What follows belongs to an exercise in optimizing a design on an open flow for small area and a short achievable clock period; a production flow would make more cautious choices. The RTL was checked by simulation tests, not by an equivalence proof against the original design. No activity file was given, so power comes from the tool's default toggle rates.

File: flow/abc_area_map.script
strash
dch
map -a
File: design.v
module fitness_eval #(
           parameter NUM_PARTICLE_TYPE        = 3  ,
           parameter DATA_WIDTH               = 4  ,
           parameter PARTICLE_LENGTH          = 2  ,
           parameter LATTICE_LENGTH           = 11 ,
           parameter SELF_FIT_LENGTH          = 10 ,
           parameter SELF_ENERGY_VEC_LENGTH   = NUM_PARTICLE_TYPE,
           parameter INTERACTION_MATRIX_LENGTH = (NUM_PARTICLE_TYPE**2),
           parameter INDIVIDUAL_LENGTH        = LATTICE_LENGTH * PARTICLE_LENGTH,
           parameter POP_SIZE                 = 50,
           parameter IDX_WIDTH                = 8,
           parameter PTR_LENGTH               = 2
       ) (
           input clk_i,
           input rst_n,
           input [DATA_WIDTH   -1 : 0 ]                 self_energy_i,
           input [DATA_WIDTH   -1 : 0]                  interact_energy_i,
           input [INDIVIDUAL_LENGTH   -1 :0]            individual_vec_i,
           input  wrSelfEnergyValid_i,
           input  wrInteractEnergyValid_i,
           input  in_valid_i,
           input [IDX_WIDTH -1 :0]  ind_idx_i,
           output reg out_valid_ff_o,
           output reg done_ff_o,
           output reg[SELF_FIT_LENGTH-1:0] total_energy_ff_o,
           output reg[INDIVIDUAL_LENGTH - 1 :0] individual_vec_ff_o,
           output reg[IDX_WIDTH-1:0] ind_wb_idx_ff_o
       );
reg [3:0] r0, r1, r2;
reg [4:0] t_rf [0:8];
wire [3:0] s_cur = wrSelfEnergyValid_i ? self_energy_i : r0;
wire [4:0] t_in  = {1'b0, interact_energy_i} + {2'b00, s_cur[3:1]};
integer i;
always @(posedge clk_i) begin
    if (wrInteractEnergyValid_i) begin
        r2 <= s_cur;
        r1 <= r2;
        r0 <= r1;
        for (i = 0; i < 8; i = i + 1)
            t_rf[i] <= t_rf[i+1];
        t_rf[8] <= t_in;
    end
end
reg v1, v2, v3;
always @(posedge clk_i or negedge rst_n) begin
    if (~rst_n) begin
        v1 <= 1'b0; v2 <= 1'b0; v3 <= 1'b0; out_valid_ff_o <= 1'b0;
    end else begin
        v1 <= in_valid_i; v2 <= v1; v3 <= v2; out_valid_ff_o <= v3;
    end
end
reg [21:0] x1, x2, x3;
reg [7:0]  id1, id2, id3;
always @(posedge clk_i) begin
    x1 <= individual_vec_i; x2 <= x1; x3 <= x2; individual_vec_ff_o <= x3;
    id1 <= ind_idx_i; id2 <= id1; id3 <= id2; ind_wb_idx_ff_o <= id3;
end
reg [5:0] cnt;
always @(posedge clk_i or negedge rst_n) begin
    if (~rst_n) begin
        cnt <= 6'd0; done_ff_o <= 1'b0;
    end else begin
        done_ff_o <= (cnt == 6'd49);
        if (wrInteractEnergyValid_i | wrSelfEnergyValid_i | done_ff_o)
            cnt <= 6'd0;
        else if (v3)
            cnt <= cnt + 6'd1;
    end
end
function [2:0] onehot;
    input [1:0] a;
    begin
        onehot = {a[1], a[0], ~a[1] & ~a[0]};
    end
endfunction
function [3:0] slook;
    input [1:0] a;
    reg [2:0] h;
    begin
        h = onehot(a);
        slook = ({4{h[0]}} & r0) | ({4{h[1]}} & r1) | ({4{h[2]}} & r2);
    end
endfunction
function [5:0] tlook;
    input [1:0] a;
    input [1:0] b;
    reg [2:0] ha, hb;
    reg [4:0] hi;
    integer p, q;
    begin
        ha = onehot(a);
        hb = onehot(b);
        hi = 5'd0;
        for (p = 0; p < 3; p = p + 1)
            for (q = 0; q < 3; q = q + 1)
                hi = hi | ({5{ha[p] & hb[q]}} & t_rf[3*p+q]);
        tlook = {hi, (hb[0] & r0[0]) | (hb[1] & r1[0]) | (hb[2] & r2[0])};
    end
endfunction
function [1:0] site;
    input [21:0] x;
    input integer k;
    begin
        site = x[21-2*k -: 2];
    end
endfunction
function [5:0] tk;
    input [21:0] x;
    input integer k;
    begin
        tk = tlook(site(x,k), site(x,k+1));
    end
endfunction
function [11:0] csa;
    input [5:0] a, b, c;
    begin
        csa = {(a & b) | (a & c) | (b & c), a ^ b ^ c};
    end
endfunction
function [17:0] csa9;
    input [8:0] a, b, c;
    begin
        csa9 = {(a & b) | (a & c) | (b & c), a ^ b ^ c};
    end
endfunction
reg [5:0] sa0, ca0, sa1, ca1, sa2, ca2, ta9;
reg [3:0] sx0;
always @(posedge clk_i) begin
    {ca0, sa0} <= csa(tk(x1,0), tk(x1,1), tk(x1,2));
    {ca1, sa1} <= csa(tk(x1,3), tk(x1,4), tk(x1,5));
    {ca2, sa2} <= csa(tk(x1,6), tk(x1,7), tk(x1,8));
    ta9 <= tk(x1,9);
    sx0 <= slook(site(x1,0));
end
reg [7:0] u0, u2;
reg [8:0] u1;
wire [17:0] k0 = csa9({3'b0, sa0}, {2'b0, ca0, 1'b0}, {3'b0, sa1});
wire [17:0] k1 = csa9({2'b0, ca1, 1'b0}, {3'b0, sa2}, {2'b0, ca2, 1'b0});
always @(posedge clk_i) begin
    u0 <= k0[7:0] + {k0[15:9], 1'b0};
    u1 <= k1[8:0] + {k1[16:9], 1'b0};
    u2 <= ta9 + sx0;
end
wire [17:0] kc = csa9({1'b0, u0}, u1, {1'b0, u2});
always @(posedge clk_i) begin
    total_energy_ff_o <= {1'b0, kc[8:0] + {kc[16:9], 1'b0}};
end
endmodule
File: flow/run.sh
#!/bin/bash
# Own layout flow: the standard ORFS flow with two changes.
#  1. Synthesis maps logic with an area-oriented ABC script (flow/abc_area_map.script)
#     instead of the speed script; everything else in synthesis (including the
#     -nofsm -noshare synth calls, flattening and renaming) is synth_recipe.tcl unchanged.
#  2. Port buffers use a small buffer cell (BUFFER_PORTS_ARGS); every port still
#     gets its buffer, and repair may resize it.
# Each tool's output goes to its own log here and under orfs/logs.
set -euo pipefail
HERE=$(pwd)
ABC_SCRIPT="$HERE/flow/abc_area_map.script"
{
  head -n 1 synth_recipe.tcl
  cat <<EOT
proc abc {args} {
  set i [lsearch \$args -script]
  if {\$i >= 0} { lset args [expr {\$i+1}] $ABC_SCRIPT }
  yosys abc {*}\$args
}
EOT
  tail -n +2 synth_recipe.tcl
} > own_synth.tcl
sed "s#SYNTH_SCRIPT=[^ ]*synth_recipe.tcl#SYNTH_SCRIPT=$HERE/own_synth.tcl#" standard.sh > own_standard.sh
grep -q "SYNTH_SCRIPT=$HERE/own_synth.tcl" own_standard.sh
export BUFFER_PORTS_ARGS="${OWN_BUFFER_PORTS_ARGS:--buffer_cell sky130_fd_sc_hd__buf_2}"
bash own_standard.sh > own_standard.log 2>&1
File: standard.sh
#!/bin/bash
# synth_recipe.tcl (not shown) runs the flow's synth.tcl, then flattens the netlist and writes it again
# the make line also repeats each setting of config.mk as NAME=value (left out here)
make -C /OpenROAD-flow-scripts/flow DESIGN_CONFIG=/design/flow/config.mk WORK_HOME=/design/flow/orfs CLKGATE_MAP_FILE= SYNTH_SCRIPT=/design/flow/synth_recipe.tcl "${@:-finish}"
File: constraint.sdc
create_clock -name core_clock -period 5.0 [get_ports {clk_i}]
set_input_delay 1.0000 -clock core_clock [delete_from_list [all_inputs] [get_ports {clk_i}]]
set_output_delay 1.0000 -clock core_clock [all_outputs]
set_load 0.01 [all_outputs]
File: config.mk
export PLATFORM = sky130hd
export DESIGN_NAME = fitness_eval
export DESIGN_NICKNAME = fitness_eval
export VERILOG_FILES = /design/flow/design.v
export SDC_FILE = /design/flow/constraint.sdc
export NUM_CORES = 4
export LEC_CHECK = 0
export CAP_MARGIN = 20
export CORE_MARGIN = 2
export CORE_UTILIZATION = 40
export CTS_BUF_LIST = sky130_fd_sc_hd__clkbuf_8 sky130_fd_sc_hd__clkbuf_16
export CTS_CLUSTER_DIAMETER = 100
export CTS_CLUSTER_SIZE = 30
export SETUP_SLACK_MARGIN = 2.8
export SLEW_MARGIN = 20
==> impl_metrics.py, run 1 <==
metrics = {
    "die": {
        "core_um2": 26900,
        "die_w_um": 169,
        "dieArea_um2": 28600,
        "io_pins": 85,
        "die_y_um": 169,
        "rows": 60,
        "initial_core_util_pct": 40.6,
    },
    "clocking": {
        "ctsHtreeMaxLevel": 1,
        "clock_path_buffers": 3,
        "cts_buffers": 13,
        "postCtsHoldBufs": 0,
        "cts_tree": "yes",
        "cts.sinks": 267,
        "ctsRootBufferMaster": "clkbuf_16",
        "clock_latency_ns": 0.50,
        "clkTransAtPathRegs_ns": 0.11,
    },
    "routing": {
        "first_iter_violations": 1055,
        "via_per_inst": 5.84,
        "drc": 0,
        "drt_wl_total_um": 35600,
        "dr.pass1.iters": 6,
        "vias": 8940,
        "wire_per_inst_um": 23.3,
        "ant_nets": 0,
    },
    "worst_hold_path": {
        "hold_start": "x2[18]",
        "hold_path_class": "flip-flop to flip-flop",
    },
    "power_and_ir_drop": {
        "cellLeakagePower_nw": 4.91,
        "combPwrFrac_pct": 35.5,
        "p_clk_share_pct": 20.0,
        "p_per_area_nw_per_um2": 474,
        "p_sw_share_pct": 34.0,
        "p_switching_mw": 2.13,
        "p_seq_share_pct": 44.5,
        "intPower_mw": 4.13,
        "peakVddDrop_v": 0.000242,
    },
    "placed_design": {
        "place_ws_ns": 2.53,
        "dp.cells": 1458,
        "io_buffers": 83,
        "place_area_um2": 11800,
        "gp_congestion": 1.04,
        "hpwl_um": 25900,
    },
    "timing": {
        "finalSetupViolCount": 0,
        "skew_ns": 0.0207,
        "min_period_ns": 2.27,
        "setup_tns_ns": 0,
        "final_max_slew_viol_count": 0,
        "relSlewSlack_pct": 48.2,
        "max_freq_ghz": 0.440,
        "rsz0062_at_grt": "true",
        "worst_pin_slew_ns": 0.777,
        "min_period_over_period_pct": 45.5,
        "final-hold-violation-count": 0,
        "timing.final.ws_setup_ns": 2.73,
    },
    "global_routing": {
        "grtUsageTotal_pct": 24.6,
        "grt_pass1_vias": 8704,
        "gr-total-overflow": 0,
        "grt_max_degree": 58,
        "grt_first_pass_wirelength_um": 52400,
        "antenna_found_initial": 0,
    },
    "yosys": {
        "synth_area_per_cell_um2": 10.6,
        "synth_commonest_cells": "dfxtp_1 (199), clkinv_1 (159), nor2_1 (115)",
        "syn_inst": 1034,
        "synthFlopType": "dfxtp_1",
        "synth_top_area_share_pct": 36.5,
        "synth.area.top_cells": "dfxtp_1 (36%), edfxtp_1 (16%), fa_1 (7.3%)",
        "ys_seq_area_share_pct": 54.7,
        "ys_ff_latch": 267,
        "synth_cell_type_count": 30,
        "syn-num-nets": 1147,
        "synth-edff-count": 57,
        "synth.most_common_cell": "dfxtp_1",
        "syn_area_um2": 10900,
        "async_flop_share_pct": 4.12,
        "ys_warn_count": 2,
        "synth_top_area_cell": "dfxtp_1",
    },
    "layout": {
        "final_cell_count_no_fill": 1531,
        "area_growth_syn_to_layout_pct": 20.8,
        "design_area_um2": 13200,
        "multi_input_area_um2": 4820,
        "regArea_um2": 5990,
        "fill_cells": 2512,
        "diodes": 0,
        "layout-drive-gt1-share_pct": 25.0,
        "fin_nets": 1299,
    },
    "worst_setup_path": {
        "crit_fanout": 6,
        "path_class": "flip-flop to flip-flop",
        "reg2reg_from": "t_rf[7][1]",
        "cp.required_ns": 5.37,
        "end_kind": "flip-flop",
        "path_cells": "clkinvlp_4 -> o22ai_1 -> a221oi_1 -> o2111ai_2 -> fa_1",
        "crit_slowest_cell": "edfxtp_1",
        "slowest_delay_ns": 0.59,
        "startpoint_type": "flip-flop",
        "cp_data_arrival_time_ns": 2.65,
        "cp-startpoint": "t_rf[7][1]",
    },
    "run_status": {
        "status": "complete, no violations",
    },
    "job": {
        "cap_viol_max_count": 0,
    },
}
## per-layer routing
metal | part of all wire [%] | wire [um] | GRT usage [%] | vias to the layer above
met3 | 10 | 3550 | 4.55 | 123
met2 | 44 | 15800 | 39.3 | 544
met5 | 0 | 0 | 0 | -
met1 | 40 | 14100 | 31.5 | 4240
li1 | - | - | - | 4033
met4 | 6.2 | 2200 | 13.6 | 0
## power by group through the flow
stage / Combinational [mW] / Clock, mW / Sequential [mW]
2_1_floorplan: 1.37 / 0 / 2.78
3_3_place_gp: 1.89 / 0 / 2.86
3_5_place_dp: 1.91 / 0 / 2.85
4_1_cts: 2.02 / 1.29 / 2.79
5_1_grt: 2.52 / 1.36 / 2.82
6_report: 2.23 / 1.25 / 2.79
## layout by cell type (no fill, tap or decap), types with 7 or more instances in the layout
cell        Yosys  final
o21ai_1         0     11
nor2_1        115     80
nand2_1        61     61
dfxtp_1       199    185
edfxtp_1       57     57
nand3_1        12     12
clkbuf_16       0     13
o221ai_2        0     26
dfrtp_1        11     11
clkinvlp_4      0     11
a221oi_1       25     22
o22ai_1        20     19
nor2_2          0     25
xor2_1         15     15
dfxtp_2         0     13
nor3_1          8      8
ha_1           30     27
buf_4           1     52
nor2_4          0     10
clkinv_1      159    127
clkinv_2        0      9
nand4_1        12     12
a22oi_1        81     77
buf_2           0     83
fa_1           40     34
o21ai_0        36     22
inv_2           0      9
a21oi_1        62     55
a21oi_2         0      7
o221ai_1       61     35
## cell type report
class | instances | area share [%]
sequential | 267 | 45.4
multi-input combinational | 607 | 36.5
timing repair buffer | 138 | 6.56
inverter | 159 | 5.15
tap | 341 | 3.23
clock buffer | 15 | 2.67
clock inverter | 4 | 0.502
## stage by stage
| step | util (%) | hold WS [ns] | total power [mW] |
|---|---|---|---|
| after floorplan | - | 0.310 | 4.16 |
| after global placement | 43.8 | 0.310 | 4.75 |
| after detailed placement | 43.8 | 0.312 | 4.76 |
| after CTS | 46.5 | 0.326 | 6.10 |
| after global routing | 49.1 | 0.330 | 6.70 |
| final | 49.1 | 0.321 | 6.26 |
## worst paths after layout
check	endpoint	slack [ns]	cells after the start
setup / recovery	sa0[2]	2.73	5
hold / removal	x3[18]	0.32	0
setup reg to reg	sa0[2]	2.73	5
hold reg to reg	x3[18]	0.32	0
max in group asynchronous	v3	4.43	1
min in group asynchronous	cnt[2]	0.35	1
## cells by family after synthesis
logic type,after synthesis,synth area share (%)
flops,267,54.7
buf+inv,160,5.53
simple gates,212,7.89
fa+ha+maj,70,10.8
other cells,1,0.0343
xor+xnor,21,1.68
compound gates,303,19.4
## worst max-delay path, delay by kind of cell (launching register included)
family / cells / cell delay (ns)
adder cells (fa/ha/maj): 1 / 0.52
buffers and inverters: 1 / 0.27
AO/OA/AOI/OAI: 3 / 0.78
flip-flops: 1 / 0.59
## state kept, by name (all words and copies together) (netlist names), 6 cells and up
name and cells:
total_energy_ff_o 9, t_rf 45, x1 22, id3 8, sa0 6, sa2 6
sa1 6, individual_vec_ff_o 22, x3 22, ca1 6, ca2 6, u2 7
ind_wb_idx_ff_o 8, id2 8, x2 22, ta9 6, id1 8, u0 8
cnt 6, u1 9, ca0 6
## repair_timing
action | 4_1_cts | 5_1_grt
gates resized for setup | 41 | 124
hold endpoints to repair | 0 | 0
endpoints found under the setup margin | 33 | 33
setup buffers | 24 | 30
pin swaps | 2 | 15
gates cloned | 0 | 0
==> run 2: changes to the inputs <==
--- a/design.v
+++ b/design.v
@@ -112,37 +112,46 @@
     end
 endfunction
-function [11:0] csa;
-    input [5:0] a, b, c;
+function [17:0] csa;
+    input [8:0] a, b, c;
     begin
-        csa = {(a & b) | (a & c) | (b & c), a ^ b ^ c};
+        csa = {((a & b) | (a & c) | (b & c)) << 1, a ^ b ^ c};
     end
 endfunction
-function [17:0] csa9;
-    input [8:0] a, b, c;
+function [8:0] tw;
+    input [21:0] x;
+    input integer k;
     begin
-        csa9 = {(a & b) | (a & c) | (b & c), a ^ b ^ c};
+        tw = {3'b000, tk(x,k)};
     end
 endfunction
-reg [5:0] sa0, ca0, sa1, ca1, sa2, ca2, ta9;
-reg [3:0] sx0;
+reg [8:0] a0, a1, a2, a3, a4, a5, a6;
+function [3:0] slook3;
+    input [1:0] a;
+    input [3:0] s0, s1, s2;
+    begin
+        slook3 = ({4{~a[1] & ~a[0]}} & s0) | ({4{a[0]}} & s1) | ({4{a[1]}} & s2);
+    end
+endfunction
+wire [8:0] a7 = {5'b0, slook3(x2[21:20], r0, r1, r2)};
 always @(posedge clk_i) begin
-    {ca0, sa0} <= csa(tk(x1,0), tk(x1,1), tk(x1,2));
-    {ca1, sa1} <= csa(tk(x1,3), tk(x1,4), tk(x1,5));
-    {ca2, sa2} <= csa(tk(x1,6), tk(x1,7), tk(x1,8));
-    ta9 <= tk(x1,9);
-    sx0 <= slook(site(x1,0));
+    {a0, a1} <= csa(tw(x1,0), tw(x1,1), tw(x1,2));
+    {a2, a3} <= csa(tw(x1,3), tw(x1,4), tw(x1,5));
+    {a4, a5} <= csa(tw(x1,6), tw(x1,7), tw(x1,8));
+    a6 <= tw(x1,9);
 end
-reg [7:0] u0, u2;
-reg [8:0] u1;
-wire [17:0] k0 = csa9({3'b0, sa0}, {2'b0, ca0, 1'b0}, {3'b0, sa1});
-wire [17:0] k1 = csa9({2'b0, ca1, 1'b0}, {3'b0, sa2}, {2'b0, ca2, 1'b0});
+wire [8:0] l1a, l1b, l1c, l1d, l2a, l2b, l2c, l2d, l3a, l3b;
+assign {l1a, l1b} = csa(a0, a1, a2);
+assign {l1c, l1d} = csa(a3, a4, a5);
+assign {l2a, l2b} = csa(l1a, l1b, l1c);
+assign {l2c, l2d} = csa(l1d, a6, a7);
+assign {l3a, l3b} = csa(l2a, l2b, l2c);
+reg [8:0] b0, b1, b2;
 always @(posedge clk_i) begin
-    u0 <= k0[7:0] + {k0[15:9], 1'b0};
-    u1 <= k1[8:0] + {k1[16:9], 1'b0};
-    u2 <= ta9 + sx0;
+    b0 <= l3a; b1 <= l3b; b2 <= l2d;
 end
-wire [17:0] kc = csa9({1'b0, u0}, u1, {1'b0, u2});
+wire [8:0] c0, c1;
+assign {c0, c1} = csa(b0, b1, b2);
 always @(posedge clk_i) begin
-    total_energy_ff_o <= {1'b0, kc[8:0] + {kc[16:9], 1'b0}};
+    total_energy_ff_o <= {1'b0, c0 + c1};
 end
 endmodule
==> run.sh (new file) <==
#!/bin/bash
# synth_recipe.tcl (not shown) runs the flow's synth.tcl, then flattens the netlist and writes it again
# the make line also repeats each setting of config.mk as NAME=value (left out here)
make -C /OpenROAD-flow-scripts/flow DESIGN_CONFIG=/design/flow/config.mk WORK_HOME=/design/flow/orfs CLKGATE_MAP_FILE= SYNTH_SCRIPT=/design/flow/synth_recipe.tcl finish
removed: flow/run.sh
removed: flow/abc_area_map.script
removed: standard.sh
==> impl_metrics.py, run 2 <==
metrics = {
    "run_status": {
        "status": "complete, no violations",
    },
    "worst_setup_path": {
        "cp_data_arrival_time_ns": 1.16,
        "end_kind": "primary output",
        "cp_top_family": "flip-flops",
        "path_cells": "dlygate4sd2_1",
        "path_class": "flip-flop to primary output",
        "slowest_delay_ns": 0.38,
        "cp.required_ns": 4.00,
        "crit_fanout": 2,
        "worst-path-buf-inv": 1,
        "crit_slowest_cell": "dfrtp_1",
        "startpoint_type": "flip-flop",
    },
    "layout": {
        "fin_nets": 1125,
        "regMostFlops": "t_rf",
        "diodes": 0,
        "largest_reg_flops": 45,
        "fill_cells": 2624,
        "layout-drive-gt1-share_pct": 7.57,
        "mostFrequentLayoutCells": "dfxtp_1 (184), a22o_1 (140), nand2_1 (75), edfxtp_1 (57), inv_1 (56)",
        "area_growth_syn_to_layout_pct": 13.1,
        "final_util_pct": 46.2,
        "mostFrequentLayoutCell": "dfxtp_1",
    },
    "global_routing": {
        "grt_first_pass_wirelength_um": 45800,
        "grt_max_degree": 34,
        "grt_pass1_vias": 7812,
        "antenna_found_initial": 1,
        "gr-total-overflow": 0,
        "grtUsageTotal_pct": 19.2,
    },
    "yosys": {
        "synth_cell_type_count": 52,
        "syn_inst": 1006,
        "synthFlopType": "dfxtp_1",
        "synth_area_per_cell_um2": 11.3,
        "synth_compound_area_share_pct": 24.2,
        "synth_top_area_share_pct": 33.8,
        "yosys.area_share.adder_pct": 11.0,
        "syn-num-nets": 1120,
        "ys_warn_count": 2,
        "synth_commonest_cells": "dfxtp_1 (193), a22o_1 (140), nand2_1 (75)",
        "synth_top_family_by_area": "compound AO/OA/AOI/OAI gates",
        "synth_mux_area_share_pct": 0.482,
        "async_flop_share_pct": 4.21,
        "synth-simple-area-share_pct": 5.32,
        "ys_seq_area_share_pct": 51.3,
        "synth.most_common_cell": "dfxtp_1",
        "synth.area.top_cells": "dfxtp_1 (34%), edfxtp_1 (15%), a22o_1 (11%)",
        "synth-edff-count": 57,
        "synthXorXnorAreaFrac_pct": 0.997,
        "syn_area_um2": 11400,
        "ys_ff_latch": 261,
        "synth_top_area_cell": "dfxtp_1",
    },
    "die": {
        "core_um2": 27900,
        "rows": 61,
        "io_pins": 85,
        "die_y_um": 173,
        "initial_core_util_pct": 40.9,
        "dieArea_um2": 29900,
        "die_w_um": 173,
    },
    "timing": {
        "final-hold-violation-count": 0,
        "timing.final.ws_setup_ns": 2.84,
        "finalSetupViolCount": 0,
        "max_freq_ghz": 0.464,
        "skew_ns": 0.0191,
        "rsz0062_at_grt": "false",
        "setup_tns_ns": 0,
        "min_period_ns": 2.16,
        "relSlewSlack_pct": 15.4,
        "worst_pin_slew_ns": 1.26,
        "final_max_slew_viol_count": 0,
        "min_period_over_period_pct": 43.1,
    },
    "clocking": {
        "postCtsHoldBufs": 0,
        "cts_buffers": 13,
        "ctsRootBufferMaster": "clkbuf_16",
        "cts_tree": "yes",
        "ctsHtreeMaxLevel": 1,
        "clock_latency_ns": 0.49,
        "cts.sinks": 261,
        "clkTransAtPathRegs_ns": 0.11,
        "clock_path_buffers": 3,
    },
    "routing": {
        "drc": 0,
        "ant_nets": 0,
        "drt_wl_total_um": 30000,
        "dr.pass1.iters": 6,
        "vias": 8301,
        "wire_per_inst_um": 21.5,
        "first_iter_violations": 1175,
        "via_per_inst": 5.95,
    },
    "power_and_ir_drop": {
        "cellLeakagePower_nw": 5.27,
        "peakVddDrop_v": 0.000206,
        "p_per_area_nw_per_um2": 451,
    },
    "placed_design": {
        "hpwl_um": 18000,
        "io_buffers": 83,
        "place_ws_ns": 2.03,
        "gp_congestion": 0.872,
    },
    "job": {
        "cap_viol_max_count": 0,
    },
    "worst_hold_path": {
        "hold_path_class": "flip-flop to flip-flop",
    },
}
run 2: cell count changes after synthesis, moves of 54 or more:
cell / before / now
clkbuf_1: 0 / 60
inv_1: 0 / 54
clkinv_1: 159 / 0
a22o_1: 0 / 140
nor2_1: 115 / 19
o221ai_1: 61 / 0
run 2: stage by stage:
| step | cells | instance area [um^2] | hold WS [ns] | total power [mW] |
|---|---|---|---|---|
| 2_1_floorplan | 1006 | 11400 | 0.310 | 3.95 |
| 3_3_place_gp | 1367 | 12300 | 0.310 | 4.57 |
| 3_5_place_dp | 1367 | 12300 | 0.312 | 4.59 |
| 4_1_cts | 1389 | 12700 | 0.326 | 5.81 |
| 5_1_grt | 1395 | 12900 | 0.331 | 6.24 |
| 6_report | 1395 | 12900 | 0.321 | 5.83 |
run 2: what timing repair did:
item	CTS	global route
setup buffers	1	4
gates resized for setup	60	28
pin swaps	0	2
cloned	0	2
setup endpoints to repair	71	29
run 2: worst paths after layout:
| path | startpoint | endpoint | slack, ns | cells after the start |
|---|---|---|---|---|
| max | done_ff_o | done_ff_o | 2.84 | 1 |
| min | x2[12] | x3[12] | 0.32 | 0 |
| max reg2reg | t_rf[0][3] | a3[4] | 2.85 | 5 |
| min reg2reg | x2[12] | x3[12] | 0.32 | 0 |
| max in group asynchronous | rst_n | cnt[0] | 3.87 | 1 |
| min in group asynchronous | rst_n | done_ff_o | 0.82 | 1 |
run 2: cell families after synthesis:
family | after synthesis
DFF | 261
muxes | 5
AOI/OAI and AO/OA | 347
other | 1
adders and majority gates | 71
xor gates and xnor gates | 13
buffers and inverters | 174
and+or+nand+nor | 134
run 2: layout make-up:
class	instances	area, um^2	area share [%]
sequential	261	5880	45.6
clock inverter	8	85.1	0.659
tap	378	473	3.66
multi-input combinational	571	4870	37.7
clock buffer	13	325	2.52
timing repair buffer	110	1070	8.31
inverter	54	203	1.57
run 2: where the power goes:
part | internal (mW) | total [mW] | switching (mW)
combinational | 0.872 | 1.84 | 0.967
clock | 0.548 | 1.24 | 0.692
sequential | 2.50 | 2.75 | 0.244
total | 3.92 | 5.83 | 1.90
run 2: routing by layer:
metal,routed length (um),global-route usage (%),up-vias,share of wire (%)
li1,-,-,3700,-
met1,12400,26.0,4075,41
met2,13900,30.4,444,46
met3,2530,3.30,80,8.4
met4,1140,7.91,2,3.8
met5,13,0,-,0.043
==> run 3: changes to the inputs <==
==> flow/run.sh (new file) <==
#!/bin/bash
# Own layout flow: the standard ORFS flow (standard.sh, unchanged synthesis and
# steps) with one change: port buffers use sky130_fd_sc_hd__buf_2 (BUFFER_PORTS_ARGS)
# instead of the cell buffer_ports picks by default. Every input and output port still
# gets its buffer, and later repair may resize it.
# make's full output goes to standard.log here; each ORFS step logs under orfs/logs.
set -euo pipefail
export BUFFER_PORTS_ARGS="-buffer_cell sky130_fd_sc_hd__buf_2"
bash standard.sh > standard.log 2>&1
==> standard.sh (new file) <==
#!/bin/bash
# synth_recipe.tcl (not shown) runs the flow's synth.tcl, then flattens the netlist and writes it again
# the make line also repeats each setting of config.mk as NAME=value (left out here)
make -C /OpenROAD-flow-scripts/flow DESIGN_CONFIG=/design/flow/config.mk WORK_HOME=/design/flow/orfs CLKGATE_MAP_FILE= SYNTH_SCRIPT=/design/flow/synth_recipe.tcl "${@:-finish}"
--- a/config.mk
+++ b/config.mk
@@ -12,4 +12,4 @@
 export CTS_CLUSTER_DIAMETER = 100
 export CTS_CLUSTER_SIZE = 30
-export SETUP_SLACK_MARGIN = 2.8
+export SETUP_SLACK_MARGIN = 2.95
 export SLEW_MARGIN = 20
removed: run.sh
==> impl_metrics.py, run 3 <==
metrics = {
    "yosys": {
        "syn-num-nets": 1120,
        "ys_ff_latch": 261,
        "synth_top_area_cell": "dfxtp_1",
        "syn_inst": 1006,
        "async_flop_share_pct": 4.21,
        "synth.most_common_cell": "dfxtp_1",
        "synthFlopType": "dfxtp_1",
        "synth_top_area_share_pct": 33.8,
        "synth.area.top_cells": "dfxtp_1 (34%), edfxtp_1 (15%), a22o_1 (11%)",
        "synth_area_per_cell_um2": 11.3,
        "ys_warn_count": 2,
        "syn_area_um2": 11400,
        "synth-edff-count": 57,
        "synth_commonest_cells": "dfxtp_1 (193), a22o_1 (140), nand2_1 (75)",
        "synth_cell_type_count": 52,
        "ys_seq_area_share_pct": 51.3,
    },
    "run_status": {
        "status": "complete, no violations",
    },
    "timing": {
        "relSlewSlack_pct": 43.9,
        "rsz0062_at_grt": "true",
        "min_period_over_period_pct": 40.9,
        "final-hold-violation-count": 0,
        "max_freq_ghz": 0.489,
        "worst_pin_slew_ns": 0.842,
        "skew_ns": 0.0250,
        "finalSetupViolCount": 0,
        "final_max_slew_viol_count": 0,
        "hold_ws_ns": 0.330,
        "setup_tns_ns": 0,
        "min_period_ns": 2.04,
    },
    "worst_setup_path": {
        "path_class": "flip-flop to flip-flop",
        "crit_fanout": 1,
        "endpoint": "b1[5]",
        "reg2reg_from": "a0[5]",
        "startpoint_type": "flip-flop",
        "end_kind": "flip-flop",
        "cp.required_ns": 5.39,
        "rrSetupSlack_ns": 2.96,
        "cp_data_arrival_time_ns": 2.44,
        "r2r_cells": 5,
        "cp-startpoint": "a0[5]",
        "timing.rr.end": "b1[5]",
    },
    "layout": {
        "layout-drive-gt1-share_pct": 24.1,
        "fin_nets": 1198,
        "design_area_um2": 13200,
        "largest_reg_flops": 45,
        "final_cell_count_no_fill": 1469,
        "mostFrequentLayoutCells": "dfxtp_1 (172), a22o_1 (140), buf_2 (83), buf_4 (78), nand2_1 (75)",
        "mostFrequentLayoutCell": "dfxtp_1",
        "final_util_pct": 47.4,
        "regMostFlops": "t_rf",
        "area_growth_syn_to_layout_pct": 16.1,
    },
    "clocking": {
        "clock_latency_ns": 0.51,
        "cts.sinks": 261,
        "cts_buffers": 13,
        "ctsHtreeMaxLevel": 1,
        "clkTransAtPathRegs_ns": 0.11,
        "cts_tree": "yes",
        "ctsRootBufferMaster": "clkbuf_16",
        "postCtsHoldBufs": 0,
        "clock_path_buffers": 3,
    },
    "die": {
        "core_um2": 27900,
        "io_pins": 85,
        "die_y_um": 173,
        "die_w_um": 173,
        "initial_core_util_pct": 40.9,
        "rows": 61,
        "dieArea_um2": 29900,
    },
    "routing": {
        "ant_nets": 0,
        "wire_per_inst_um": 20.7,
        "drt_wl_total_um": 30500,
        "vias": 8631,
        "via_per_inst": 5.88,
        "drc": 0,
        "first_iter_violations": 1362,
        "dr.pass1.iters": 8,
    },
    "placed_design": {
        "io_buffers": 83,
        "place_area_um2": 11900,
        "gp_congestion": 0.851,
        "dp.cells": 1360,
        "hpwl_um": 18700,
    },
    "global_routing": {
        "grtUsageTotal_pct": 19.1,
        "grt_pass1_vias": 7900,
        "gr-total-overflow": 0,
        "grt_first_pass_wirelength_um": 45900,
        "antenna_found_initial": 0,
        "grt_max_degree": 36,
    },
    "job": {
        "cap_viol_max_count": 0,
    },
    "worst_hold_path": {
        "hold_path_class": "flip-flop to flip-flop",
    },
    "power_and_ir_drop": {
        "p_per_area_nw_per_um2": 441,
        "cellLeakagePower_nw": 5.58,
        "peakVddDrop_v": 0.000357,
    },
}
## run 3: changes by cell type in the layout (fill, tap and decap cells not counted), moves of 6 or more
cell | previous run | this run
buf_2 | 1 | 83
buf_4 | 14 | 78
dlygate4sd2_1 | 41 | 0
clkdlybuf4s50_1 | 40 | 0
dfxtp_1 | 184 | 172
dfxtp_2 | 1 | 9
inv_1 | 56 | 49
inv_2 | 0 | 6
## run 3: final cells by class
class / instances / area (um^2)
tap: 378 / 473
sequential: 261 / 5910
clock buffer: 13 / 325
fill: 2581 / 14700
timing repair buffer: 183 / 1310
clock inverter: 8 / 62.6
antenna: 1 / 2.50
multi-input combinational: 571 / 4970
inverter: 54 / 203
## run 3: kinds of logic after synthesis
logic type | after synthesis | synth area share (%)
multiplexers | 5 | 0.482
AND/OR/NAND/NOR | 134 | 5.32
buffers and inverters | 174 | 6.66
AO/OA/AOI/OAI | 347 | 24.2
flip-flops | 261 | 51.3
XOR/XNOR | 13 | 0.997
adder cells (fa/ha/maj) | 71 | 11.0
other | 1 | 0.0329
## run 3: repair_timing
action | 4_1_cts | 5_1_grt
gates cloned | 0 | 1
resized for setup | 37 | 44
setup endpoints to repair | 41 | 34
pin swaps | 9 | 17
buffers inserted | 17 | 69
## run 3: layer usage
| metal | share of wire [%] | up-vias | global-route usage, % |
|---|---|---|---|
| li1 | - | 3862 | - |
| met1 | 41 | 4151 | 25.7 |
| met2 | 45 | 528 | 30.6 |
| met3 | 9.7 | 90 | 3.32 |
| met4 | 4.2 | 0 | 8.02 |
| met5 | 0 | - | 0 |
## run 3: worst min-delay path by stage
stage	endpoint	cells past startpoint	from	slack [ns]
global route	x3[5]	0	x2[5]	0.33
floorplan	b1[0]	0	a1[0]	0.31
finish	x3[5]	0	x2[5]	0.33
global placement	ind_wb_idx_ff_o[7]	0	id3[7]	0.31
detailed placement	id3[5]	0	id2[5]	0.31
CTS	cnt[4]	1	rst_n	0.33
## run 3: metrics by stage
| stage | power, mW | setup slack (ns) |
|---|---|---|
| after global routing | 6.29 | 2.91 |
| final | 5.85 | 2.96 |
| after CTS | 5.73 | 2.90 |
| after global placement | 4.40 | 2.11 |
| after floorplan | 3.95 | 2.84 |
| after detailed placement | 4.45 | 2.03 |
## run 3: power breakdown
part	internal, mW	leakage, nW	switching [mW]
logic	0.915	3.05	1.00
registers	2.51	2.33	0.226
clock network	0.501	0.198	0.693
total	3.92	5.58	1.92
## run 3: worst max-delay path, stage by stage, from the launching register on
cell and delay, ns:
dfxtp_2 0.33, inv_2 0.04, fa_2 0.59, inv_2 0.05, fa_1 0.53, fa_1 0.41
==> run 4: changes to the inputs <==
--- a/config.mk
+++ b/config.mk
@@ -12,4 +12,5 @@
 export CTS_CLUSTER_DIAMETER = 100
 export CTS_CLUSTER_SIZE = 30
-export SETUP_SLACK_MARGIN = 2.95
+export PLACE_DENSITY = 0.8
+export SETUP_SLACK_MARGIN = 2.8
 export SLEW_MARGIN = 20
==> impl_metrics.py, run 4 <==
metrics = {
    "clocking": {
        "cts.sinks": 261,
        "ctsHtreeMaxLevel": 1,
        "clock_path_buffers": 3,
        "postCtsHoldBufs": 0,
        "ctsRootBufferMaster": "clkbuf_16",
        "cts_tree": "yes",
        "cts_buffers": 13,
        "clock_latency_ns": 0.51,
        "clkTransAtPathRegs_ns": 0.11,
    },
    "worst_setup_path": {
        "end_kind": "flip-flop",
        "worst-path-buf-inv": 2,
        "cp.required_ns": 5.46,
        "path_class": "flip-flop to flip-flop",
        "crit_fanout": 15,
        "path_cells": "buf_12 -> nor2_2 -> buf_4 -> a22o_1 -> a222oi_1 -> nand2_1 -> fa_1",
        "cp_data_arrival_time_ns": 2.60,
        "crit_slowest_cell": "fa_1",
        "startpoint_type": "flip-flop",
        "reg2reg_from": "x1[9]",
        "cp.depth": 7,
        "cp-startpoint": "x1[9]",
        "slowest_delay_ns": 0.54,
        "cp_top_family": "compound AO/OA/AOI/OAI gates",
        "r2r_cells": 7,
    },
    "global_routing": {
        "grt_pass1_vias": 7899,
        "grt_first_pass_wirelength_um": 43600,
        "gr-total-overflow": 0,
        "antenna_found_initial": 0,
        "grtUsageTotal_pct": 17.9,
        "grt_max_degree": 59,
    },
    "layout": {
        "mostFrequentLayoutCells": "dfxtp_1 (180), a22o_1 (140), buf_2 (83), nand2_1 (75), edfxtp_1 (57)",
        "final_cell_count_no_fill": 1393,
        "layout-drive-gt1-share_pct": 15.5,
        "fin_nets": 1123,
        "mostFrequentLayoutCell": "dfxtp_1",
        "largest_reg_flops": 45,
        "diodes": 0,
        "area_growth_syn_to_layout_pct": 9.59,
        "regMostFlops": "t_rf",
    },
    "power_and_ir_drop": {
        "p_per_area_nw_per_um2": 456,
        "cellLeakagePower_nw": 5.19,
        "peakVddDrop_v": 0.000219,
    },
    "yosys": {
        "ys_seq_area_share_pct": 51.3,
        "ys_warn_count": 2,
        "synth_cell_type_count": 52,
        "synth_area_per_cell_um2": 11.3,
        "syn_area_um2": 11400,
        "synth_top_area_cell": "dfxtp_1",
        "synth.area.top_cells": "dfxtp_1 (34%), edfxtp_1 (15%), a22o_1 (11%)",
        "syn-num-nets": 1120,
        "synth_top_area_share_pct": 33.8,
        "synth.most_common_cell": "dfxtp_1",
        "syn_inst": 1006,
        "synth-edff-count": 57,
        "ys_ff_latch": 261,
        "synthFlopType": "dfxtp_1",
        "synth_commonest_cells": "dfxtp_1 (193), a22o_1 (140), nand2_1 (75)",
        "async_flop_share_pct": 4.21,
    },
    "timing": {
        "worst_pin_slew_ns": 0.776,
        "final-hold-violation-count": 0,
        "skew_ns": 0.0174,
        "max_freq_ghz": 0.468,
        "timing.final.ws_setup_ns": 2.86,
        "finalSetupViolCount": 0,
        "min_period_over_period_pct": 42.7,
        "rsz0062_at_grt": "false",
        "min_period_ns": 2.14,
        "relSlewSlack_pct": 48.1,
        "setup_tns_ns": 0,
        "final_max_slew_viol_count": 0,
    },
    "routing": {
        "wire_per_inst_um": 20.1,
        "drt_wl_total_um": 28000,
        "drc": 0,
        "ant_nets": 0,
        "via_per_inst": 5.91,
        "dr.pass1.iters": 9,
        "vias": 8235,
        "first_iter_violations": 1242,
    },
    "job": {
        "cap_viol_max_count": 0,
    },
    "die": {
        "initial_core_util_pct": 40.9,
        "io_pins": 85,
        "core_um2": 27900,
        "die_y_um": 173,
        "die_w_um": 173,
        "dieArea_um2": 29900,
        "rows": 61,
    },
    "worst_hold_path": {
        "hold_path_class": "flip-flop to flip-flop",
        "holdPathStages": 0,
        "hold_start": "x2[12]",
    },
    "placed_design": {
        "io_buffers": 83,
        "place_ws_ns": 2.05,
        "dp.cells": 1362,
        "hpwl_um": 17900,
        "gp_congestion": 0.889,
    },
    "run_status": {
        "status": "complete, no violations",
    },
}
==> run 4: cell types whose count changed in the layout (fill, tap and decap cells not counted), sizes merged <==
| cell | delta |
|---|---|
| clkbuf | -2 |
| clkinvlp | +1 |
| buf | -73 |
| clkinv | -1 |
| diode | -1 |
==> run 4: logic make-up (layout without fill, tap and decap cells) <==
logic type,after synthesis,count (layout),share of synthesized area [%]
compound gates,347,347,24.2
xor+xnor,13,13,0.997
fa+ha+maj,71,71,11.0
buf+inv,174,183,6.66
flops,261,261,51.3
mux,5,5,0.482
other cells,1,1,0.0329
simple gates,134,134,5.32
==> run 4: worst paths after layout <==
path                            slack, ns  endpoint
worst max-delay path                 2.86     a3[5]
worst min-delay path                 0.33    x3[12]
worst max register to register       2.86     a3[5]
worst min register to register       0.33    x3[12]
max in group asynchronous            4.47    cnt[5]
min in group asynchronous            0.34    cnt[4]
==> run 4: worst reg2reg max path: cells and delay by family, from the launching register on <==
family / cells / cell delay (ns)
buffers and inverters: 2 / 0.36
AO/OA/AOI/OAI: 2 / 0.55
AND/OR/NAND/NOR: 2 / 0.24
flip-flops: 1 / 0.41
adder cells (fa/ha/maj): 1 / 0.54
==> run 4: what timing repair did <==
item / 4_1_cts / 5_1_grt
endpoints found under the setup margin: 31 / 23
gates resized for setup: 22 / 22
cloned: 0 / 2
pin swaps: 0 / 4
setup buffers: 0 / 8
==> run 4: power breakdown <==
part | leakage [nW] | total [mW] | internal [mW] | switching [mW]
Clock | 0.198 | 1.20 | 0.501 | 0.694
Sequential | 2.33 | 2.77 | 2.50 | 0.262
Combinational | 2.66 | 1.74 | 0.819 | 0.920
Total | 5.19 | 5.70 | 3.82 | 1.88
==> run 4: area by class of cell <==
cell class / count / area (um^2)
Inverter: 54 / 203
Fill cell: 2603 / 15400
Timing Repair Buffer: 108 / 691
Clock buffer: 13 / 325
Clock inverter: 8 / 67.6
Sequential cell: 261 / 5890
Multi-Input combinational cell: 571 / 4860
Tap cell: 378 / 473
==> run 4: metal layers <==
metal / global-route usage [%] / wire length [um] / up-vias
met4: 6.60 / 846 / 0
li1: - / - / 3696
met5: 0 / 0 / -
met3: 2.84 / 3030 / 79
met1: 25.3 / 11500 / 3932
met2: 28.0 / 12600 / 528
==> run 4: stage by stage <==
| stage | instance area (um^2) | total power, mW | util [%] | hold slack [ns] |
|---|---|---|---|---|
| 2_1_floorplan | 11400 | 3.95 | - | 0.310 |
| 3_3_place_gp | 11900 | 4.44 | 42.5 | 0.310 |
| 3_5_place_dp | 11900 | 4.53 | 42.5 | 0.312 |
| 4_1_cts | 12300 | 5.72 | 44.1 | 0.331 |
| 5_1_grt | 12500 | 6.12 | 44.8 | 0.339 |
| 6_report | 12500 | 5.70 | 44.8 | 0.326 |
==> run 5: changes to the inputs <==
--- a/config.mk
+++ b/config.mk
@@ -6,5 +6,5 @@
 export NUM_CORES = 4
 export LEC_CHECK = 0
-export CAP_MARGIN = 20
+export CAP_MARGIN = 0
 export CORE_MARGIN = 2
 export CORE_UTILIZATION = 40
@@ -14,3 +14,3 @@
 export PLACE_DENSITY = 0.8
 export SETUP_SLACK_MARGIN = 2.8
-export SLEW_MARGIN = 20
+export SLEW_MARGIN = 0
==> impl_metrics.py, run 5 <==
metrics = {
    "run_status": {
        "status": "complete, no violations",
    },
    "worst_setup_path": {
        "worst-path-buf-inv": 2,
        "path_class": "flip-flop to flip-flop",
        "rrSetupSlack_ns": 2.86,
        "reg2reg_from": "x1[9]",
        "crit_fanout": 15,
        "slowest_delay_ns": 0.54,
        "end_kind": "flip-flop",
        "endpoint": "a3[5]",
        "startpoint_type": "flip-flop",
        "path_cells": "buf_12 -> nor2_2 -> buf_4 -> a22o_1 -> a222oi_1 -> nand2_1 -> fa_1",
        "cp_data_arrival_time_ns": 2.60,
        "cp.depth": 7,
        "cp_top_family": "compound AO/OA/AOI/OAI gates",
        "r2r_cells": 7,
        "cp.required_ns": 5.46,
        "crit_slowest_cell": "fa_1",
        "cp-startpoint": "x1[9]",
        "timing.rr.end": "a3[5]",
    },
    "layout": {
        "area_growth_syn_to_layout_pct": 9.59,
        "regMostFlops": "t_rf",
        "multi_input_area_um2": 4860,
        "fill_cells": 2603,
        "diodes": 0,
        "design_area_um2": 12500,
        "mostFrequentLayoutCells": "dfxtp_1 (180), a22o_1 (140), buf_2 (83), nand2_1 (75), edfxtp_1 (57)",
        "largest_reg_flops": 45,
        "mostFrequentLayoutCell": "dfxtp_1",
        "final_cell_count_no_fill": 1393,
        "fin_nets": 1123,
        "layout-drive-gt1-share_pct": 15.5,
        "regArea_um2": 5890,
    },
    "yosys": {
        "synth_commonest_cells": "dfxtp_1 (193), a22o_1 (140), nand2_1 (75)",
        "ys_seq_area_share_pct": 51.3,
        "synth_top_area_share_pct": 33.8,
        "synth_cell_type_count": 52,
        "synth.most_common_cell": "dfxtp_1",
        "async_flop_share_pct": 4.21,
        "ys_warn_count": 2,
        "syn-num-nets": 1120,
        "synth_top_area_cell": "dfxtp_1",
        "synth.area.top_cells": "dfxtp_1 (34%), edfxtp_1 (15%), a22o_1 (11%)",
        "synthFlopType": "dfxtp_1",
        "syn_area_um2": 11400,
        "synth-edff-count": 57,
        "ys_ff_latch": 261,
        "syn_inst": 1006,
        "synth_area_per_cell_um2": 11.3,
    },
    "power_and_ir_drop": {
        "p_seq_share_pct": 48.5,
        "peakVddDrop_v": 0.000219,
        "combPwrFrac_pct": 30.5,
        "p_sw_share_pct": 32.9,
        "cellLeakagePower_nw": 5.19,
        "intPower_mw": 3.82,
        "p_switching_mw": 1.88,
        "p_per_area_nw_per_um2": 456,
        "p_clk_share_pct": 21.0,
        "total_power_mw": 5.70,
    },
    "timing": {
        "final_max_slew_viol_count": 0,
        "min_period_over_period_pct": 42.7,
        "rsz0062_at_grt": "false",
        "relSlewSlack_pct": 48.1,
        "worst_pin_slew_ns": 0.776,
        "timing.final.ws_setup_ns": 2.86,
        "skew_ns": 0.0174,
        "final-hold-violation-count": 0,
        "max_freq_ghz": 0.468,
        "setup_tns_ns": 0,
        "min_period_ns": 2.14,
        "finalSetupViolCount": 0,
    },
    "die": {
        "rows": 61,
        "die_y_um": 173,
        "die_w_um": 173,
        "dieArea_um2": 29900,
        "io_pins": 85,
        "core_um2": 27900,
        "initial_core_util_pct": 40.9,
    },
    "routing": {
        "wire_per_inst_um": 20.1,
        "drt_wl_total_um": 28000,
        "via_per_inst": 5.91,
        "vias": 8235,
        "first_iter_violations": 1242,
        "dr.pass1.iters": 9,
        "drc": 0,
        "ant_nets": 0,
    },
    "global_routing": {
        "grt_max_degree": 59,
        "grtUsageTotal_pct": 17.9,
        "antenna_found_initial": 0,
        "grt_first_pass_wirelength_um": 43600,
        "gr-total-overflow": 0,
        "grt_pass1_vias": 7899,
    },
    "worst_hold_path": {
        "hold_start": "x2[12]",
        "hold_path_class": "flip-flop to flip-flop",
    },
    "job": {
        "cap_viol_max_count": 0,
    },
    "clocking": {
        "postCtsHoldBufs": 0,
        "clock_path_buffers": 3,
        "cts.sinks": 261,
        "ctsRootBufferMaster": "clkbuf_16",
        "clock_latency_ns": 0.51,
        "cts_tree": "yes",
        "ctsHtreeMaxLevel": 1,
        "clkTransAtPathRegs_ns": 0.11,
        "cts_buffers": 13,
    },
    "placed_design": {
        "place_area_um2": 11900,
        "place_ws_ns": 2.05,
        "gp_congestion": 0.889,
        "dp.cells": 1362,
        "io_buffers": 83,
        "hpwl_um": 17900,
    },
}
-- run 5: how the worst min path moves through the flow --
stage                               to  cells past startpoint
2_1_floorplan                    b1[0]                      0
3_3_place_gp                    id2[1]                      0
3_5_place_dp   individual_vec_ff_o[17]                      0
4_1_cts                          x3[0]                      0
5_1_grt             ind_wb_idx_ff_o[4]                      0
6_report                        x3[12]                      0
-- run 5: cell families after synthesis --
kind of cell,Yosys count,share of synthesized area (%)
AO/OA/AOI/OAI,347,24.2
XOR/XNOR,13,0.997
adder cells (fa/ha/maj),71,11.0
buffers and inverters,174,6.66
flip-flops,261,51.3
multiplexers,5,0.482
other,1,0.0329
AND/OR/NAND/NOR,134,5.32
-- run 5: power groups by stage --
stage	logic, mW	clock network (mW)	registers (mW)
4_1_cts	1.72	1.23	2.76
3_5_place_dp	1.72	0	2.81
2_1_floorplan	1.27	0	2.68
3_3_place_gp	1.64	0	2.81
6_report	1.74	1.20	2.77
5_1_grt	2.02	1.30	2.80
-- run 5: layout make-up --
| cell class | count | share of cell area [%] |
|---|---|---|
| clock inverter | 8 | 0.540 |
| inverter | 54 | 1.62 |
| multi-input combinational | 571 | 38.8 |
| clock buffer | 13 | 2.60 |
| sequential | 261 | 47.1 |
| timing repair buffer | 108 | 5.52 |
| tap | 378 | 3.78 |
-- run 5: repair_timing --
action | in CTS | in global routing
resized for setup | 22 | 22
cloned | 0 | 2
buffers inserted | 0 | 8
pin swaps | 0 | 4
endpoints found under the setup margin | 31 | 23
-- run 5: per-layer routing --
metal / track usage, % / vias up / share of wire (%)
li1: - / 3696 / -
met1: 25.3 / 3932 / 41
met2: 28.0 / 528 / 45
met3: 2.84 / 79 / 11
met4: 6.60 / 0 / 3.0
met5: 0 / - / 0
-- run 5: stage by stage --
step	util [%]	hold slack, ns
floorplan	-	0.310
global placement	42.5	0.310
detailed placement	42.5	0.312
CTS	44.1	0.331
global route	44.8	0.339
finish	44.8	0.326
-- run 5: worst register-to-register path, cell delays in order, from the launching register on --
cell	delay (ns)
dfxtp_4	0.41
buf_12	0.16
nor2_2	0.09
buf_4	0.20
a22o_1	0.19
a222oi_1	0.36
nand2_1	0.15
fa_1	0.54
==> run 6: changes to the inputs <==
--- a/config.mk
+++ b/config.mk
@@ -6,5 +6,5 @@
 export NUM_CORES = 4
 export LEC_CHECK = 0
-export CAP_MARGIN = 0
+export CAP_MARGIN = 20
 export CORE_MARGIN = 2
 export CORE_UTILIZATION = 40
@@ -12,5 +12,4 @@
 export CTS_CLUSTER_DIAMETER = 100
 export CTS_CLUSTER_SIZE = 30
-export PLACE_DENSITY = 0.8
 export SETUP_SLACK_MARGIN = 2.8
-export SLEW_MARGIN = 0
+export SLEW_MARGIN = 20
==> impl_metrics.py, run 6 <==
metrics = {
    "timing": {
        "final-hold-violation-count": 0,
        "rsz0062_at_grt": "false",
        "final_max_slew_viol_count": 0,
        "setup_tns_ns": 0,
        "relSlewSlack_pct": 49.1,
        "finalSetupViolCount": 0,
        "skew_ns": 0.0137,
        "min_period_ns": 2.18,
        "min_period_over_period_pct": 43.6,
        "worst_pin_slew_ns": 0.761,
        "max_freq_ghz": 0.459,
    },
    "layout": {
        "multi_input_area_um2": 4870,
        "regArea_um2": 5890,
        "largest_reg_flops": 45,
        "diodes": 0,
        "final_util_pct": 44.3,
        "mostFrequentLayoutCell": "dfxtp_1",
        "final_cell_count_no_fill": 1382,
        "area_growth_syn_to_layout_pct": 8.34,
        "regMostFlops": "t_rf",
        "layout-drive-gt1-share_pct": 14.8,
        "fin_nets": 1113,
        "mostFrequentLayoutCells": "dfxtp_1 (180), a22o_1 (140), buf_2 (83), nand2_1 (75), edfxtp_1 (57)",
        "fill_cells": 2640,
    },
    "yosys": {
        "synth_area_per_cell_um2": 11.3,
        "async_flop_share_pct": 4.21,
        "synth_cell_type_count": 52,
        "ys_seq_area_share_pct": 51.3,
        "synth.area.top_cells": "dfxtp_1 (34%), edfxtp_1 (15%), a22o_1 (11%)",
        "synthFlopType": "dfxtp_1",
        "synth_top_area_share_pct": 33.8,
        "syn-num-nets": 1120,
        "ys_ff_latch": 261,
        "synth.most_common_cell": "dfxtp_1",
        "syn_area_um2": 11400,
        "syn_inst": 1006,
        "synth_top_area_cell": "dfxtp_1",
        "ys_warn_count": 2,
        "synth_commonest_cells": "dfxtp_1 (193), a22o_1 (140), nand2_1 (75)",
        "synth-edff-count": 57,
    },
    "die": {
        "dieArea_um2": 29900,
        "core_um2": 27900,
        "rows": 61,
        "initial_core_util_pct": 40.9,
        "io_pins": 85,
        "die_w_um": 173,
        "die_y_um": 173,
    },
    "global_routing": {
        "antenna_found_initial": 0,
        "grt_pass1_vias": 7508,
        "grt_first_pass_wirelength_um": 43200,
        "gr-total-overflow": 0,
        "grt_max_degree": 36,
        "grtUsageTotal_pct": 18.0,
    },
    "clocking": {
        "clock_latency_ns": 0.49,
        "cts.sinks": 261,
        "clkTransAtPathRegs_ns": 0.11,
        "ctsRootBufferMaster": "clkbuf_16",
        "ctsHtreeMaxLevel": 1,
        "postCtsHoldBufs": 0,
        "clock_path_buffers": 3,
        "cts_buffers": 13,
        "cts_tree": "yes",
    },
    "placed_design": {
        "gp_congestion": 0.885,
        "hpwl_um": 18400,
        "io_buffers": 83,
        "dp.cells": 1357,
    },
    "routing": {
        "drt_wl_total_um": 27500,
        "ant_nets": 0,
        "first_iter_violations": 1041,
        "dr.pass1.iters": 6,
        "drc": 0,
        "wire_per_inst_um": 19.9,
        "vias": 8039,
        "via_per_inst": 5.82,
    },
    "worst_setup_path": {
        "path_class": "flip-flop to flip-flop",
        "cp_data_arrival_time_ns": 2.54,
        "timing.rr.end": "a0[6]",
        "rrSetupSlack_ns": 2.82,
        "r2r_cells": 4,
        "reg2reg_from": "t_rf[4][4]",
        "crit_fanout": 9,
        "cp.required_ns": 5.36,
        "startpoint_type": "flip-flop",
        "end_kind": "flip-flop",
    },
    "run_status": {
        "status": "complete, no violations",
    },
    "power_and_ir_drop": {
        "cellLeakagePower_nw": 5.11,
        "peakVddDrop_v": 0.000220,
        "p_per_area_nw_per_um2": 456,
        "total_power_mw": 5.65,
    },
    "worst_hold_path": {
        "hold_path_class": "flip-flop to flip-flop",
        "hold_start": "id2[1]",
        "holdPathEnd": "id3[1]",
        "holdPathStages": 0,
    },
    "job": {
        "cap_viol_max_count": 0,
    },
}
[run 6: metal layers]
metal	vias to the layer above	wire length, um	global-route usage [%]
li1	3682	-	-
met1	3958	12500	26.6
met2	364	12300	27.8
met3	35	2250	2.90
met4	0	394	3.74
met5	-	0	0
[run 6: repair_timing]
item                                    4_1_cts  5_1_grt
gates resized for setup                      23       14
endpoints found under the setup margin       34       27
setup buffers                                 1        4
pin swaps                                     0        5
[run 6: worst max-delay path by stage]
stage          depth (start not counted)          to           startpoint
2_1_floorplan                          6  t_rf[8][4]  wrSelfEnergyValid_i
3_3_place_gp                           5       a1[4]               x1[15]
3_5_place_dp                           5       a1[4]               x1[15]
4_1_cts                                5       a5[4]                x1[5]
5_1_grt                                5       a5[4]                x1[6]
6_report                               4       a0[6]           t_rf[4][4]
[run 6: cells by family after synthesis]
| group | after synthesis | share of synthesized area (%) |
|---|---|---|
| other | 1 | 0.0329 |
| adder cells (fa/ha/maj) | 71 | 11.0 |
| XOR/XNOR | 13 | 0.997 |
| AND/OR/NAND/NOR | 134 | 5.32 |
| flip-flops | 261 | 51.3 |
| AO/OA/AOI/OAI | 347 | 24.2 |
| buffers and inverters | 174 | 6.66 |
| multiplexers | 5 | 0.482 |
[run 6: critical path, cell delays in order, from the launching register on]
cell      delay [ns]
edfxtp_1        0.64
and2_1          0.28
a221o_1         0.26
a221o_1         0.37
fa_1            0.49
[run 6: cell type report]
cell class / count / share of cell area, %
Tap cell: 378 / 3.82
Sequential cell: 261 / 47.6
Timing Repair Buffer: 98 / 4.42
Multi-Input combinational cell: 571 / 39.4
Clock buffer: 13 / 2.63
Clock inverter: 7 / 0.465
Inverter: 54 / 1.64
[run 6: per-stage QoR]
step / setup slack (ns) / hold slack (ns) / cell area (um^2)
finish: 2.82 / 0.326 / 12400
global route: 2.80 / 0.343 / 12400
CTS: 2.81 / 0.335 / 12300
detailed placement: 2.05 / 0.312 / 11800
global placement: 2.10 / 0.310 / 11800
floorplan: 2.80 / 0.310 / 11400
[run 6: report_power, final]
part           switching [mW]  internal [mW]
clock network           0.676          0.498
registers               0.268           2.50
logic                   0.895          0.805
==> run 7: changes to the inputs <==
--- a/config.mk
+++ b/config.mk
@@ -8,8 +8,9 @@
 export CAP_MARGIN = 20
 export CORE_MARGIN = 2
-export CORE_UTILIZATION = 40
+export CORE_UTILIZATION = 60
 export CTS_BUF_LIST = sky130_fd_sc_hd__clkbuf_8 sky130_fd_sc_hd__clkbuf_16
 export CTS_CLUSTER_DIAMETER = 100
 export CTS_CLUSTER_SIZE = 30
+export PLACE_DENSITY = 0.85
 export SETUP_SLACK_MARGIN = 2.8
 export SLEW_MARGIN = 20
==> impl_metrics.py, run 7 <==
metrics = {
    "power_and_ir_drop": {
        "peakVddDrop_v": 0.000262,
        "cellLeakagePower_nw": 5.10,
        "p_per_area_nw_per_um2": 460,
    },
    "yosys": {
        "synth_top_area_cell": "dfxtp_1",
        "synth.area.top_cells": "dfxtp_1 (34%), edfxtp_1 (15%), a22o_1 (11%)",
        "ys_warn_count": 2,
        "synth_commonest_cells": "dfxtp_1 (193), a22o_1 (140), nand2_1 (75)",
        "synth.most_common_cell": "dfxtp_1",
        "synth_cell_type_count": 52,
        "synth-edff-count": 57,
        "syn_inst": 1006,
        "async_flop_share_pct": 4.21,
        "ys_ff_latch": 261,
        "syn_area_um2": 11400,
        "synth_area_per_cell_um2": 11.3,
        "syn-num-nets": 1120,
        "ys_seq_area_share_pct": 51.3,
        "synthFlopType": "dfxtp_1",
        "synth_top_area_share_pct": 33.8,
    },
    "clocking": {
        "cts_buffers": 12,
        "postCtsHoldBufs": 0,
        "ctsHtreeMaxLevel": 1,
        "ctsRootBufferMaster": "clkbuf_16",
        "clock_path_buffers": 3,
        "clkTransAtPathRegs_ns": 0.11,
        "cts_tree": "yes",
        "cts.sinks": 261,
        "clock_latency_ns": 0.49,
    },
    "worst_setup_path": {
        "path_cells": "nor2_1 -> a22o_1 -> a222oi_1 -> o21ai_1 -> fa_1",
        "crit_slowest_cell": "dfxtp_2",
        "reg2reg_from": "x1[7]",
        "startpoint_type": "flip-flop",
        "worst-path-buf-inv": 0,
        "path_class": "flip-flop to flip-flop",
        "slowest_delay_ns": 0.63,
        "cp_data_arrival_time_ns": 2.57,
        "rrSetupSlack_ns": 2.79,
        "end_kind": "flip-flop",
        "r2r_cells": 5,
        "timing.rr.end": "a4[2]",
        "cp.required_ns": 5.36,
        "cp_top_family": "compound AO/OA/AOI/OAI gates",
        "crit_fanout": 21,
    },
    "die": {
        "io_pins": 85,
        "die_w_um": 142,
        "initial_core_util_pct": 61.0,
        "die_y_um": 142,
        "rows": 50,
        "dieArea_um2": 20100,
        "core_um2": 18700,
    },
    "routing": {
        "first_iter_violations": 1294,
        "wl_met3_um": 3010,
        "drt_wl_total_um": 26100,
        "maxUsedRoutingLayer": "met4",
        "dr.pass1.iters": 6,
        "via_per_inst": 6.76,
        "ant_nets": 0,
        "wire_per_inst_um": 21.1,
        "wl_met2_um": 11800,
        "wl_met1_um": 10200,
        "drc": 0,
        "vias": 8349,
    },
    "timing": {
        "worst_pin_slew_ns": 0.736,
        "max_freq_ghz": 0.453,
        "final-hold-violation-count": 0,
        "min_period_ns": 2.21,
        "rsz0062_at_grt": "true",
        "skew_ns": 0.0181,
        "relSlewSlack_pct": 50.8,
        "hold_ws_ns": 0.327,
        "final_max_slew_viol_count": 0,
        "setup_tns_ns": 0,
        "min_period_over_period_pct": 44.1,
        "finalSetupViolCount": 0,
    },
    "layout": {
        "mostFrequentLayoutCell": "dfxtp_1",
        "design_area_um2": 12100,
        "diodes": 0,
        "regMostFlops": "t_rf",
        "largest_reg_flops": 45,
        "final_cell_count_no_fill": 1235,
        "fin_nets": 1111,
        "layout-drive-gt1-share_pct": 14.5,
        "mostFrequentLayoutCells": "dfxtp_1 (176), a22o_1 (140), buf_2 (83), nand2_1 (75), inv_1 (58)",
        "area_growth_syn_to_layout_pct": 6.30,
    },
    "worst_hold_path": {
        "holdPathStages": 0,
        "hold_path_class": "flip-flop to flip-flop",
        "hold_start": "x2[11]",
        "holdPathEnd": "x3[11]",
    },
    "global_routing": {
        "antenna_found_initial": 0,
        "grt_max_degree": 59,
        "grt_first_pass_wirelength_um": 40800,
        "gr-total-overflow": 0,
        "grtUsageTotal_pct": 25.3,
        "grt_pass1_vias": 7826,
    },
    "placed_design": {
        "gp_congestion": 0.924,
        "io_buffers": 83,
        "hpwl_um": 17100,
        "dp.cells": 1210,
        "place_area_um2": 11600,
    },
    "run_status": {
        "status": "complete, no violations",
    },
    "job": {
        "cap_viol_max_count": 0,
    },
}
==> run 7: cell counts after synthesis <==
No cell type changed its count.
==> run 7: layer usage <==
metal / global-route usage, % / vias to the layer above
met2: 39.3 / 598
met1: 35.1 / 3961
met5: 0 / -
met4: 10.8 / 0
li1: - / 3680
met3: 4.98 / 110
==> run 7: worst max path at each step <==
stage / from / end / slack [ns] / cells after the start
final: x1[7] / a4[2] / 2.79 / 5
after global routing: x1[11] / a3[3] / 2.74 / 5
after CTS: x1[13] / a3[5] / 2.81 / 5
after detailed placement: x1[15] / a1[4] / 2.07 / 5
after global placement: x1[15] / a1[4] / 2.14 / 5
after floorplan: wrSelfEnergyValid_i / t_rf[8][4] / 2.80 / 6
==> run 7: what timing repair did <==
item                                    CTS  global route
resized for setup                        25            12
pin swaps                                 0             1
setup buffers                             0             7
endpoints found under the setup margin   33            20
==> run 7: kinds of logic after synthesis <==
kind of cell / synth area share [%]
mux: 0.482
buf+inv: 6.66
compound gates: 24.2
xor+xnor: 0.997
flops: 51.3
fa+ha+maj: 11.0
simple gates: 5.32
other cells: 0.0329
==> run 7: worst reg2reg max path: stages (launching register included) <==
cell and delay (ns):
dfxtp_2 0.63, nor2_1 0.31, a22o_1 0.25, a222oi_1 0.30, o21ai_1 0.15, fa_1 0.45
==> run 7: power by group <==
group / switching (mW) / internal (mW) / total [mW] / leakage [nW]
Combinational: 0.879 / 0.796 / 1.67 / 2.58
Clock: 0.634 / 0.479 / 1.11 / 0.188
Sequential: 0.290 / 2.50 / 2.79 / 2.33
==> run 7: layout make-up <==
| cell class | count | area [um^2] |
|---|---|---|
| Inverter | 54 | 203 |
| Clock buffer | 13 | 325 |
| Timing Repair Buffer | 97 | 542 |
| Clock inverter | 5 | 26.3 |
| Fill cell | 1416 | 6570 |
| Multi-Input combinational cell | 571 | 4850 |
| Tap cell | 234 | 293 |
| Sequential cell | 261 | 5900 |
==> run 7: stage by stage <==
stage               total power, mW  utilization, %  worst slack, ns
CTS                            5.55            64.3             2.81
detailed placement             4.45            62.2             2.07
global placement               4.36            62.2             2.14
global route                   5.95            64.9             2.74
floorplan                      3.95               -             2.80
finish                         5.58            64.9             2.79

==> afterwards: timing with drivers on the ports <==
Ports are ideal in the flow. The routed layouts listed here were re-timed in OpenROAD. Step 1: set_driving_cell puts a clkbuf_16 on clk_i and a buf_2 on each other input, an assumption about the parent block. Step 2 adds t to the input delays and takes it off the output delays; t is the mean of the earliest and latest rising clock arrival at the registers after step 1. Input paths then give back, and output paths get back, about the clock's delay inside the block. Three values: no drivers, after step 1, after step 2; two values: the first two.
| run | shift t [ns] | slack for setup (ns) | latest minus earliest clock arrival (ns) | cell pins on the clock port's net |
|---|---|---|---|---|
| run 1 | 0.538 | 2.727 / 2.727 / 2.553 | 0.021 / 0.021 | 1 |
| run 2 | 0.532 | 2.845 / 2.794 / 2.355 | 0.019 / 0.019 | 1 |
| run 3 | 0.541 | 2.955 / 2.935 / 2.522 | 0.026 / 0.026 | 1 |
| run 4 | 0.544 | 2.863 / 2.863 / 2.494 | 0.018 / 0.018 | 1 |
| run 5 | 0.544 | 2.863 / 2.863 / 2.494 | 0.018 / 0.018 | 1 |
| run 6 | 0.532 | 2.822 / 2.822 / 2.475 | 0.020 / 0.019 | 1 |
| run 7 | 0.532 | 2.794 / 2.794 / 2.507 | 0.020 / 0.019 | 1 |
After both steps setup and hold are still met in every run listed. For run 2, which loses most, drivers alone change the setup slack by -0.051 ns; drivers and shift together by -0.490 ns.
